Source: an optimization exercise on an open RTL-to-GDS flow (aim: a short achievable clock period). Production flows keep margins and buffers that such runs may drop. At most, simulation tests tie the RTL to the original design; equivalence was not proved. The flow treats the clock pin as an ideal source. Dropping or thinning the clock tree relies on that and would not hold on a real chip. Power is estimated from default activity; no workload was simulated.

==> module Fifo, before the edit <==
module Fifo
(
input clk,rst, wr_en, rd_en,
input           [7:0] buf_in,
output reg      [7:0] buf_out,
output          [7:0] fifo_counter,
output          buf_empty,
output reg      buf_full
);
reg  [6:0]  cnt_o;    
reg         ne_o;     
reg  [7:0]  lo_r;     
reg  [8:0]  hi_r;     
reg         sh;       
reg  [7:0]  din_q;    
reg  [63:0] wsel;     
reg  [7:0]  dlo_n;    
reg  [8:0]  dhi_n;    
reg  [7:0]  bo_n;     
reg         empty_i;  
reg         nfull_i;  
reg  [7:0]  ent [63:0];
assign fifo_counter = {1'b0, cnt_o};
assign buf_empty    = ~ne_o;
wire [7:0] lo = {lo_r[7:1], ~lo_r[0]};
wire [8:0] hi = {hi_r[8:1], ~hi_r[0]};
wire empty = empty_i;            
wire full  = ~nfull_i;           
function [6:0] enc;
     input [7:0] l;
     input [8:0] h;
     begin
          enc[0] = l[1] | l[3] | l[5] | l[7];
          enc[1] = l[2] | l[3] | l[6] | l[7];
          enc[2] = l[4] | l[5] | l[6] | l[7];
          enc[3] = h[1] | h[3] | h[5] | h[7];
          enc[4] = h[2] | h[3] | h[6] | h[7];
          enc[5] = h[4] | h[5] | h[6] | h[7];
          enc[6] = h[8];
     end
endfunction
wire [7:0] lo_10 = {lo[6:1], lo[0] & ~full, lo[7] | full};
wire [7:0] lo_01 = {lo[0] & ~empty, lo[7:2], lo[1] | empty};
wire [7:0] lo_11 = {lo[7] | full, lo[6:2], lo[1] | empty, lo[0] & ~full & ~empty};
wire [8:0] hi_10 = lo[7] ? {hi[7:0], 1'b0} : hi;
wire [8:0] hi_01 = lo[0] ? {1'b0, hi[8:2], hi[1] | hi[0]} : hi;
wire [8:0] hi_11 = {1'b0, hi[7] | hi[8], hi[6:0]};
wire [6:0] b_10 = enc(lo_10, hi_10);
wire [6:0] b_01 = enc(lo_01, hi_01);
wire [6:0] b_11 = enc(lo_11, hi_11);
wire [6:0] b_00 = enc(lo, hi);
wire       ne_01 = ~(hi[0] & (lo[0] | lo[1]));
wire       f_10  = hi[8] | (lo[7] & hi[7]);
wire [7:0] lo_nx = wr_en ? (rd_en ? lo_11 : lo_10) : (rd_en ? lo_01 : lo);
wire [8:0] hi_nx = wr_en ? (rd_en ? hi_11 : hi_10) : (rd_en ? hi_01 : hi);
wire [7:0]  dl = {~dlo_n[7:1], dlo_n[0]};
wire [8:0]  dh = {~dhi_n[8:1], dhi_n[0]};
wire [64:0] at;
genvar g;
generate
for (g = 0; g <= 64; g = g + 1) begin : dec
     assign at[g] = dl[g % 8] & dh[g / 8];
end
endgenerate
wire [63:0] wsel_nx;
assign wsel_nx[0] = wr_en & (rd_en ? (at[1] | at[0]) : at[0]);
generate
for (g = 1; g < 63; g = g + 1) begin : ws
     assign wsel_nx[g] = wr_en & (rd_en ? at[g + 1] : at[g]);
end
endgenerate
assign wsel_nx[63] = wr_en & ~rd_en & at[63];
always @(posedge clk or posedge rst)
begin
if (rst) begin
     cnt_o    <= 7'd0;
     ne_o     <= 1'b0;
     buf_full <= 1'b0;
     lo_r     <= 8'd0;
     hi_r     <= 9'd0;
     dlo_n    <= 8'hff;
     dhi_n    <= 9'h1ff;
     wsel     <= 64'd0;
     empty_i  <= 1'b1;
     nfull_i  <= 1'b1;
end else begin
     empty_i  <= ~wr_en & (rd_en ? ~ne_01 : empty);
     nfull_i  <= rd_en | ~(wr_en ? f_10 : full);
     cnt_o    <= wr_en ? (rd_en ? b_11 : b_10) : (rd_en ? b_01 : b_00);
     ne_o     <= wr_en | (rd_en ? ne_01 : ~empty);
     buf_full <= ~rd_en & (wr_en ? f_10 : full);
     lo_r     <= {lo_nx[7:1], ~lo_nx[0]};
     hi_r     <= {hi_nx[8:1], ~hi_nx[0]};
     dlo_n    <= wr_en ? (rd_en ? {~lo_11[7:1], lo_11[0]} : {~lo_10[7:1], lo_10[0]})
                       : (rd_en ? {~lo_01[7:1], lo_01[0]} : dlo_n);
     dhi_n    <= wr_en ? (rd_en ? {~hi_11[8:1], hi_11[0]} : {~hi_10[8:1], hi_10[0]})
                       : (rd_en ? {~hi_01[8:1], hi_01[0]} : dhi_n);
     wsel     <= wsel_nx;
end
end
wire [7:0] head = wsel[0] ? din_q : (sh ? ent[1] : ent[0]);
wire       re   = rd_en & ~empty;
always @(posedge clk or posedge rst)
begin
if (rst) begin
     buf_out <= 8'd0;
     bo_n    <= 8'hff;
     sh      <= 1'b0;
end else begin
     buf_out <= re ? head : ~bo_n;
     bo_n    <= re ? ~head : bo_n;
     sh <= re;
end
end
always @(posedge clk)
     din_q <= buf_in;
integer i;
always @(posedge clk)
begin
     for (i = 0; i < 64; i = i + 1)
          if (wsel[i])
               ent[i] <= din_q;
          else if (sh && i < 63)
               ent[i] <= ent[i + 1];
end
endmodule
==> flow/config.mk <==
export PLATFORM = sky130hd
export DESIGN_NAME = Fifo
export DESIGN_NICKNAME = Fifo
export VERILOG_FILES = /design/flow/design.v
export SDC_FILE = /design/flow/constraint.sdc
export NUM_CORES = 4
export LEC_CHECK = 0
export ABC_CLOCK_PERIOD_IN_PS = 1000
export CAP_MARGIN = 20
export CORE_MARGIN = 2
export CORE_UTILIZATION = 65
export SETUP_SLACK_MARGIN = 2.35
export SLEW_MARGIN = 20
export TNS_END_PERCENT = 100
==> flow/constraint.sdc <==
create_clock -name core_clock -period 4.0 [get_ports {clk}]
set_input_delay 0.8000 -clock core_clock [delete_from_list [all_inputs] [get_ports {clk}]]
set_output_delay 0.8000 -clock core_clock [all_outputs]
set_load 0.01 [all_outputs]
standard.sh (not shown) runs the stock make flow with config.mk's settings and CLKGATE_MAP_FILE= SYNTH_SCRIPT=/design/flow/synth_recipe.tcl, a recipe that flattens the netlist after the stock synthesis.
==> flow/flow/run.sh <==
#!/bin/bash
# The standard layout (standard.sh), except that:
# - the clock tree is built by flow/mycts.tcl (hooked in through ORFS's
#   PRE_CTS_TCL): the clock port drives MY_CTS_COLS roots, each driving
#   MY_CTS_ROWS leaves, each driving an equal group of nearby flip-flops;
#   before that, with MY_MOVE_OUTPUT_FLOPS=1, the flip-flops that drive the
#   outputs are moved next to their output buffers (flow/outflops.tcl);
# - the port buffers that ORFS adds to every input and output are
#   buf_6 instead of the smallest buffer;
# - timing repair may resize a cell to one of another footprint
#   (MATCH_CELL_FOOTPRINT=0; the platform sets 1).
# Everything standard.sh runs logs to standard.log and ORFS's own logs.
set -euo pipefail
export PRE_CTS_TCL=$PWD/flow/pre_cts.tcl
export MY_CTS_COLS=4
export MY_CTS_ROWS=8
export MY_CTS_ROOT_CELL=sky130_fd_sc_hd__buf_16
export MY_CTS_LEAF_CELL=sky130_fd_sc_hd__clkbuf_16
export MY_MOVE_OUTPUT_FLOPS=1
export BUFFER_PORTS_ARGS="-buffer_cell sky130_fd_sc_hd__buf_6"
bash standard.sh MATCH_CELL_FOOTPRINT=0 finish > standard.log 2>&1
Other scripts of this flow, unchanged in this note and not shown: flow/flow/mycts.tcl, flow/flow/outflops.tcl, flow/flow/pre_cts.tcl
Next try:
--- a/flow/design.v
+++ b/flow/design.v
@@ -16,17 +16,15 @@
 reg  [63:0] wsel;     
 reg  [7:0]  dlo_n;    
 reg  [8:0]  dhi_n;    
 reg  [7:0]  bo_n;     
-reg         empty_i;  
-reg         nfull_i;  
 reg  [7:0]  ent [63:0];
 assign fifo_counter = {1'b0, cnt_o};
 assign buf_empty    = ~ne_o;
 wire [7:0] lo = {lo_r[7:1], ~lo_r[0]};
 wire [8:0] hi = {hi_r[8:1], ~hi_r[0]};
-wire empty = empty_i;            
-wire full  = ~nfull_i;           
+wire empty = lo[0] & hi[0];      
+wire full  = hi[8];              
 function [6:0] enc;
      input [7:0] l;
      input [8:0] h;
      begin
@@ -52,10 +50,10 @@
 wire       ne_01 = ~(hi[0] & (lo[0] | lo[1]));
 wire       f_10  = hi[8] | (lo[7] & hi[7]);
 wire [7:0] lo_nx = wr_en ? (rd_en ? lo_11 : lo_10) : (rd_en ? lo_01 : lo);
 wire [8:0] hi_nx = wr_en ? (rd_en ? hi_11 : hi_10) : (rd_en ? hi_01 : hi);
-wire [7:0]  dl = {~dlo_n[7:1], dlo_n[0]};
-wire [8:0]  dh = {~dhi_n[8:1], dhi_n[0]};
+wire [7:0]  dl = ~dlo_n;
+wire [8:0]  dh = ~dhi_n;
 wire [64:0] at;
 genvar g;
 generate
 for (g = 0; g <= 64; g = g + 1) begin : dec
@@ -77,25 +75,19 @@
      ne_o     <= 1'b0;
      buf_full <= 1'b0;
      lo_r     <= 8'd0;
      hi_r     <= 9'd0;
-     dlo_n    <= 8'hff;
-     dhi_n    <= 9'h1ff;
+     dlo_n    <= 8'hfe;
+     dhi_n    <= 9'h1fe;
      wsel     <= 64'd0;
-     empty_i  <= 1'b1;
-     nfull_i  <= 1'b1;
 end else begin
-     empty_i  <= ~wr_en & (rd_en ? ~ne_01 : empty);
-     nfull_i  <= rd_en | ~(wr_en ? f_10 : full);
      cnt_o    <= wr_en ? (rd_en ? b_11 : b_10) : (rd_en ? b_01 : b_00);
      ne_o     <= wr_en | (rd_en ? ne_01 : ~empty);
      buf_full <= ~rd_en & (wr_en ? f_10 : full);
      lo_r     <= {lo_nx[7:1], ~lo_nx[0]};
      hi_r     <= {hi_nx[8:1], ~hi_nx[0]};
-     dlo_n    <= wr_en ? (rd_en ? {~lo_11[7:1], lo_11[0]} : {~lo_10[7:1], lo_10[0]})
-                       : (rd_en ? {~lo_01[7:1], lo_01[0]} : dlo_n);
-     dhi_n    <= wr_en ? (rd_en ? {~hi_11[8:1], hi_11[0]} : {~hi_10[8:1], hi_10[0]})
-                       : (rd_en ? {~hi_01[8:1], hi_01[0]} : dhi_n);
+     dlo_n    <= wr_en ? (rd_en ? ~lo_11 : ~lo_10) : (rd_en ? ~lo_01 : dlo_n);
+     dhi_n    <= wr_en ? (rd_en ? ~hi_11 : ~hi_10) : (rd_en ? ~hi_01 : dhi_n);
      wsel     <= wsel_nx;
 end
 end
 wire [7:0] head = wsel[0] ? din_q : (sh ? ent[1] : ent[0]);
Result: The new run completed without violations; via count came out lower by 1.2%; maximum frequency came out higher by 1.6%; synthesized cell count came out lower by about 0.6%; final area is about the same; wire length came out lower by 0.38%; utilization came out lower by 0.21 points; first-iteration DRC count came out lower by about 20%; register-to-register slack is worse by 30 ps; clock skew came out higher by 6.0 ps; setup slack is better by 27 ps; die area stays flat; power came out higher by 5.6%; sequential power came out higher by about 4%.
No functional check of the RTL was part of the first run of this note. In every run of this note, the design's own scripts or RTL, not TritonCTS, make the clock network.

========
The RTL this note starts from:
==> flow/design.v <==
module Fifo
(
input clk,rst, wr_en, rd_en,
input           [7:0] buf_in,
output reg      [7:0] buf_out,
output          [7:0] fifo_counter,
output          buf_empty,
output reg      buf_full
);
reg  [6:0]  cnt_o;    
reg         ne_o;     
reg  [7:0]  lo_r;     
reg  [8:0]  hi_r;     
reg         sh;       
reg         wq;       
reg  [7:0]  din_q;    
reg  [7:0]  wlo;      
reg  [7:0]  whi;      
reg  [7:0]  ent [63:0];
assign fifo_counter = {1'b0, cnt_o};
assign buf_empty    = ~ne_o;
wire [7:0] lo = {lo_r[7:1], ~lo_r[0]};
wire [8:0] hi = {hi_r[8:1], ~hi_r[0]};
wire empty = lo[0] & hi[0];      
wire full  = hi[8];              
function [6:0] enc;
     input [7:0] l;
     input [8:0] h;
     begin
          enc[0] = l[1] | l[3] | l[5] | l[7];
          enc[1] = l[2] | l[3] | l[6] | l[7];
          enc[2] = l[4] | l[5] | l[6] | l[7];
          enc[3] = h[1] | h[3] | h[5] | h[7];
          enc[4] = h[2] | h[3] | h[6] | h[7];
          enc[5] = h[4] | h[5] | h[6] | h[7];
          enc[6] = h[8];
     end
endfunction
wire [7:0] lo_10 = {lo[6:1], lo[0] & ~full, lo[7] | full};
wire [7:0] lo_01 = {lo[0] & ~empty, lo[7:2], lo[1] | empty};
wire [7:0] lo_11 = {lo[7] | full, lo[6:2], lo[1] | empty, lo[0] & ~full & ~empty};
wire [8:0] hi_10 = lo[7] ? {hi[7:0], 1'b0} : hi;
wire [8:0] hi_01 = lo[0] ? {1'b0, hi[8:2], hi[1] | hi[0]} : hi;
wire [8:0] hi_11 = {1'b0, hi[7] | hi[8], hi[6:0]};
wire [6:0] b_10 = enc(lo_10, hi_10);
wire [6:0] b_01 = enc(lo_01, hi_01);
wire [6:0] b_11 = enc(lo_11, hi_11);
wire [6:0] b_00 = enc(lo, hi);
wire       ne_01 = ~(hi[0] & (lo[0] | lo[1]));
wire       f_10  = hi[8] | (lo[7] & hi[7]);
wire [7:0] wlo_1 = {lo[0] & ~empty, lo[7:2], lo[1] | empty};    
wire [7:0] whi_1 = {hi[7] & ~lo[0], lo[0] ? hi[7:2] : hi[6:1], lo[0] ? (hi[1] | hi[0]) : hi[0]};
always @(posedge clk or posedge rst)
begin
if (rst) begin
     cnt_o    <= 7'd0;
     ne_o     <= 1'b0;
     buf_full <= 1'b0;
     lo_r     <= 8'd0;
     hi_r     <= 9'd0;
     wlo      <= 8'd0;
     whi      <= 8'd0;
end else begin
     cnt_o    <= wr_en ? (rd_en ? b_11 : b_10) : (rd_en ? b_01 : b_00);
     ne_o     <= wr_en | (rd_en ? ne_01 : ~empty);
     buf_full <= ~rd_en & (wr_en ? f_10 : full);
     lo_r     <= wr_en ? (rd_en ? {lo_11[7:1], ~lo_11[0]} : {lo_10[7:1], ~lo_10[0]})
                       : (rd_en ? {lo_01[7:1], ~lo_01[0]} : lo_r);
     hi_r     <= wr_en ? (rd_en ? {hi_11[8:1], ~hi_11[0]} : {hi_10[8:1], ~hi_10[0]})
                       : (rd_en ? {hi_01[8:1], ~hi_01[0]} : hi_r);
     wlo      <= rd_en ? wlo_1 : lo;
     whi      <= wr_en ? (rd_en ? whi_1 : hi[7:0]) : 8'd0;
end
end
wire [7:0] head = (wq && lo[1] && hi[0]) ? din_q : (sh ? ent[1] : ent[0]);
wire       re   = rd_en & ~empty;
always @(posedge clk or posedge rst)
begin
if (rst) begin
     buf_out <= 8'd0;
     sh      <= 1'b0;
     wq      <= 1'b0;
end else begin
     if (re)
          buf_out <= head;
     sh <= re;
     wq <= wr_en & ~full;
end
end
always @(posedge clk)
     din_q <= buf_in;
integer i;
always @(posedge clk)
begin
     for (i = 0; i < 64; i = i + 1)
          if (wlo[i % 8] && whi[i / 8])
               ent[i] <= din_q;
          else if (sh && i < 63)
               ent[i] <= ent[i + 1];
end
endmodule
Settings: LEC_CHECK=0, ABC_CLOCK_PERIOD_IN_PS=1000, CAP_MARGIN=20, CORE_MARGIN=2, CORE_UTILIZATION=65, SETUP_SLACK_MARGIN=2.35, SLEW_MARGIN=20, TNS_END_PERCENT=100; clock period 4.0 ns.
==> flow/flow/run.sh <==
#!/bin/bash
# The standard layout (standard.sh), except that the clock tree is built
# by flow/mycts.tcl (hooked in through ORFS's PRE_CTS_TCL): the clock port
# drives MY_CTS_COLS clkbuf_16 roots, each driving MY_CTS_ROWS clkbuf_16
# leaves, each driving an equal group of nearby flip-flops.
set -euo pipefail
export PRE_CTS_TCL=$PWD/flow/pre_cts.tcl
export MY_CTS_COLS=4
export MY_CTS_ROWS=8
bash standard.sh > standard.log 2>&1
Other scripts of this flow, unchanged in this note and not shown: flow/flow/mycts.tcl, flow/flow/pre_cts.tcl
Change:
==> flow/design.v (replaced) <==
module Fifo
(
input clk,rst, wr_en, rd_en,
input           [7:0] buf_in,
output reg      [7:0] buf_out,
output          [7:0] fifo_counter,
output          buf_empty,
output reg      buf_full
);
reg  [6:0]  cnt_o;    
reg         ne_o;     
reg  [7:0]  lo_r;     
reg  [8:0]  hi_r;     
reg         sh;       
reg  [7:0]  din_q;    
reg  [63:0] wsel;     
reg  [7:0]  dlo_n;    
reg  [8:0]  dhi_n;    
reg  [7:0]  bo_n;     
reg  [7:0]  ent [63:0];
assign fifo_counter = {1'b0, cnt_o};
assign buf_empty    = ~ne_o;
wire [7:0] lo = {lo_r[7:1], ~lo_r[0]};
wire [8:0] hi = {hi_r[8:1], ~hi_r[0]};
wire empty = lo[0] & hi[0];      
wire full  = hi[8];              
function [6:0] enc;
     input [7:0] l;
     input [8:0] h;
     begin
          enc[0] = l[1] | l[3] | l[5] | l[7];
          enc[1] = l[2] | l[3] | l[6] | l[7];
          enc[2] = l[4] | l[5] | l[6] | l[7];
          enc[3] = h[1] | h[3] | h[5] | h[7];
          enc[4] = h[2] | h[3] | h[6] | h[7];
          enc[5] = h[4] | h[5] | h[6] | h[7];
          enc[6] = h[8];
     end
endfunction
wire [7:0] lo_10 = {lo[6:1], lo[0] & ~full, lo[7] | full};
wire [7:0] lo_01 = {lo[0] & ~empty, lo[7:2], lo[1] | empty};
wire [7:0] lo_11 = {lo[7] | full, lo[6:2], lo[1] | empty, lo[0] & ~full & ~empty};
wire [8:0] hi_10 = lo[7] ? {hi[7:0], 1'b0} : hi;
wire [8:0] hi_01 = lo[0] ? {1'b0, hi[8:2], hi[1] | hi[0]} : hi;
wire [8:0] hi_11 = {1'b0, hi[7] | hi[8], hi[6:0]};
wire [6:0] b_10 = enc(lo_10, hi_10);
wire [6:0] b_01 = enc(lo_01, hi_01);
wire [6:0] b_11 = enc(lo_11, hi_11);
wire [6:0] b_00 = enc(lo, hi);
wire       ne_01 = ~(hi[0] & (lo[0] | lo[1]));
wire       f_10  = hi[8] | (lo[7] & hi[7]);
wire [7:0] lo_nx = wr_en ? (rd_en ? lo_11 : lo_10) : (rd_en ? lo_01 : lo);
wire [8:0] hi_nx = wr_en ? (rd_en ? hi_11 : hi_10) : (rd_en ? hi_01 : hi);
wire [7:0]  dl = ~dlo_n;
wire [8:0]  dh = ~dhi_n;
wire [64:0] at;
genvar g;
generate
for (g = 0; g <= 64; g = g + 1) begin : dec
     assign at[g] = dl[g % 8] & dh[g / 8];
end
endgenerate
wire [63:0] wsel_nx;
assign wsel_nx[0] = wr_en & (rd_en ? (at[1] | at[0]) : at[0]);
generate
for (g = 1; g < 63; g = g + 1) begin : ws
     assign wsel_nx[g] = wr_en & (rd_en ? at[g + 1] : at[g]);
end
endgenerate
assign wsel_nx[63] = wr_en & ~rd_en & at[63];
always @(posedge clk or posedge rst)
begin
if (rst) begin
     cnt_o    <= 7'd0;
     ne_o     <= 1'b0;
     buf_full <= 1'b0;
     lo_r     <= 8'd0;
     hi_r     <= 9'd0;
     dlo_n    <= 8'hfe;
     dhi_n    <= 9'h1fe;
     wsel     <= 64'd0;
end else begin
     cnt_o    <= wr_en ? (rd_en ? b_11 : b_10) : (rd_en ? b_01 : b_00);
     ne_o     <= wr_en | (rd_en ? ne_01 : ~empty);
     buf_full <= ~rd_en & (wr_en ? f_10 : full);
     lo_r     <= {lo_nx[7:1], ~lo_nx[0]};
     hi_r     <= {hi_nx[8:1], ~hi_nx[0]};
     dlo_n    <= wr_en ? (rd_en ? ~lo_11 : ~lo_10) : (rd_en ? ~lo_01 : dlo_n);
     dhi_n    <= wr_en ? (rd_en ? ~hi_11 : ~hi_10) : (rd_en ? ~hi_01 : dhi_n);
     wsel     <= wsel_nx;
end
end
wire [7:0] head = wsel[0] ? din_q : (sh ? ent[1] : ent[0]);
wire       re   = rd_en & ~empty;
always @(posedge clk or posedge rst)
begin
if (rst) begin
     buf_out <= 8'd0;
     bo_n    <= 8'hff;
     sh      <= 1'b0;
end else begin
     buf_out <= re ? head : ~bo_n;
     bo_n    <= re ? ~head : bo_n;
     sh <= re;
end
end
always @(posedge clk)
     din_q <= buf_in;
integer i;
always @(posedge clk)
begin
     for (i = 0; i < 64; i = i + 1)
          if (wsel[i])
               ent[i] <= din_q;
          else if (sh && i < 63)
               ent[i] <= ent[i + 1];
end
endmodule
Outcome: Wire length goes up by 20%. Clock power goes up by 6.0%. Design area goes up by 13%. Setup slack gets worse by 0.079 ns. Fmax goes down by 4.4%. Power goes up by 3.9%.
No run of this note takes its clock network from TritonCTS; it comes from the design's own scripts or RTL.

[afterwards: timing with drivers on the ports]
Ports are ideal in the flow. The routed layouts listed here were re-timed in OpenROAD. Step 1, drivers: a clkbuf_16 drives clk and a buf_2 each remaining input, both assumed. Step 2, shift: input delay + t, output delay - t, t = (earliest + latest rising clock arrival at the registers) / 2. This alone moves slack from input paths to output paths. a / b / c = no drivers / after step 1 / after step 2; a / b = the first two.
run	t, ns	setup slack, ns	worst setup path after step 2	worst data-port slew with drivers (ns)
the first run of note 1	0.448	2.326 / 2.211 / 1.892	input to register	0.33
the second run of note 1	0.446	2.353 / 2.235 / 1.921	input to register	0.22
the first run of note 2	0.442	2.290 / 2.198 / 1.871	input to register	0.07
the second run of note 2	0.453	2.211 / 2.113 / 1.884	input to register	0.29
After both steps every run listed still meets setup and hold. The setup slack of the first run of note 1, which loses most, moves by -0.115 ns with the drivers and by -0.434 ns with both steps.
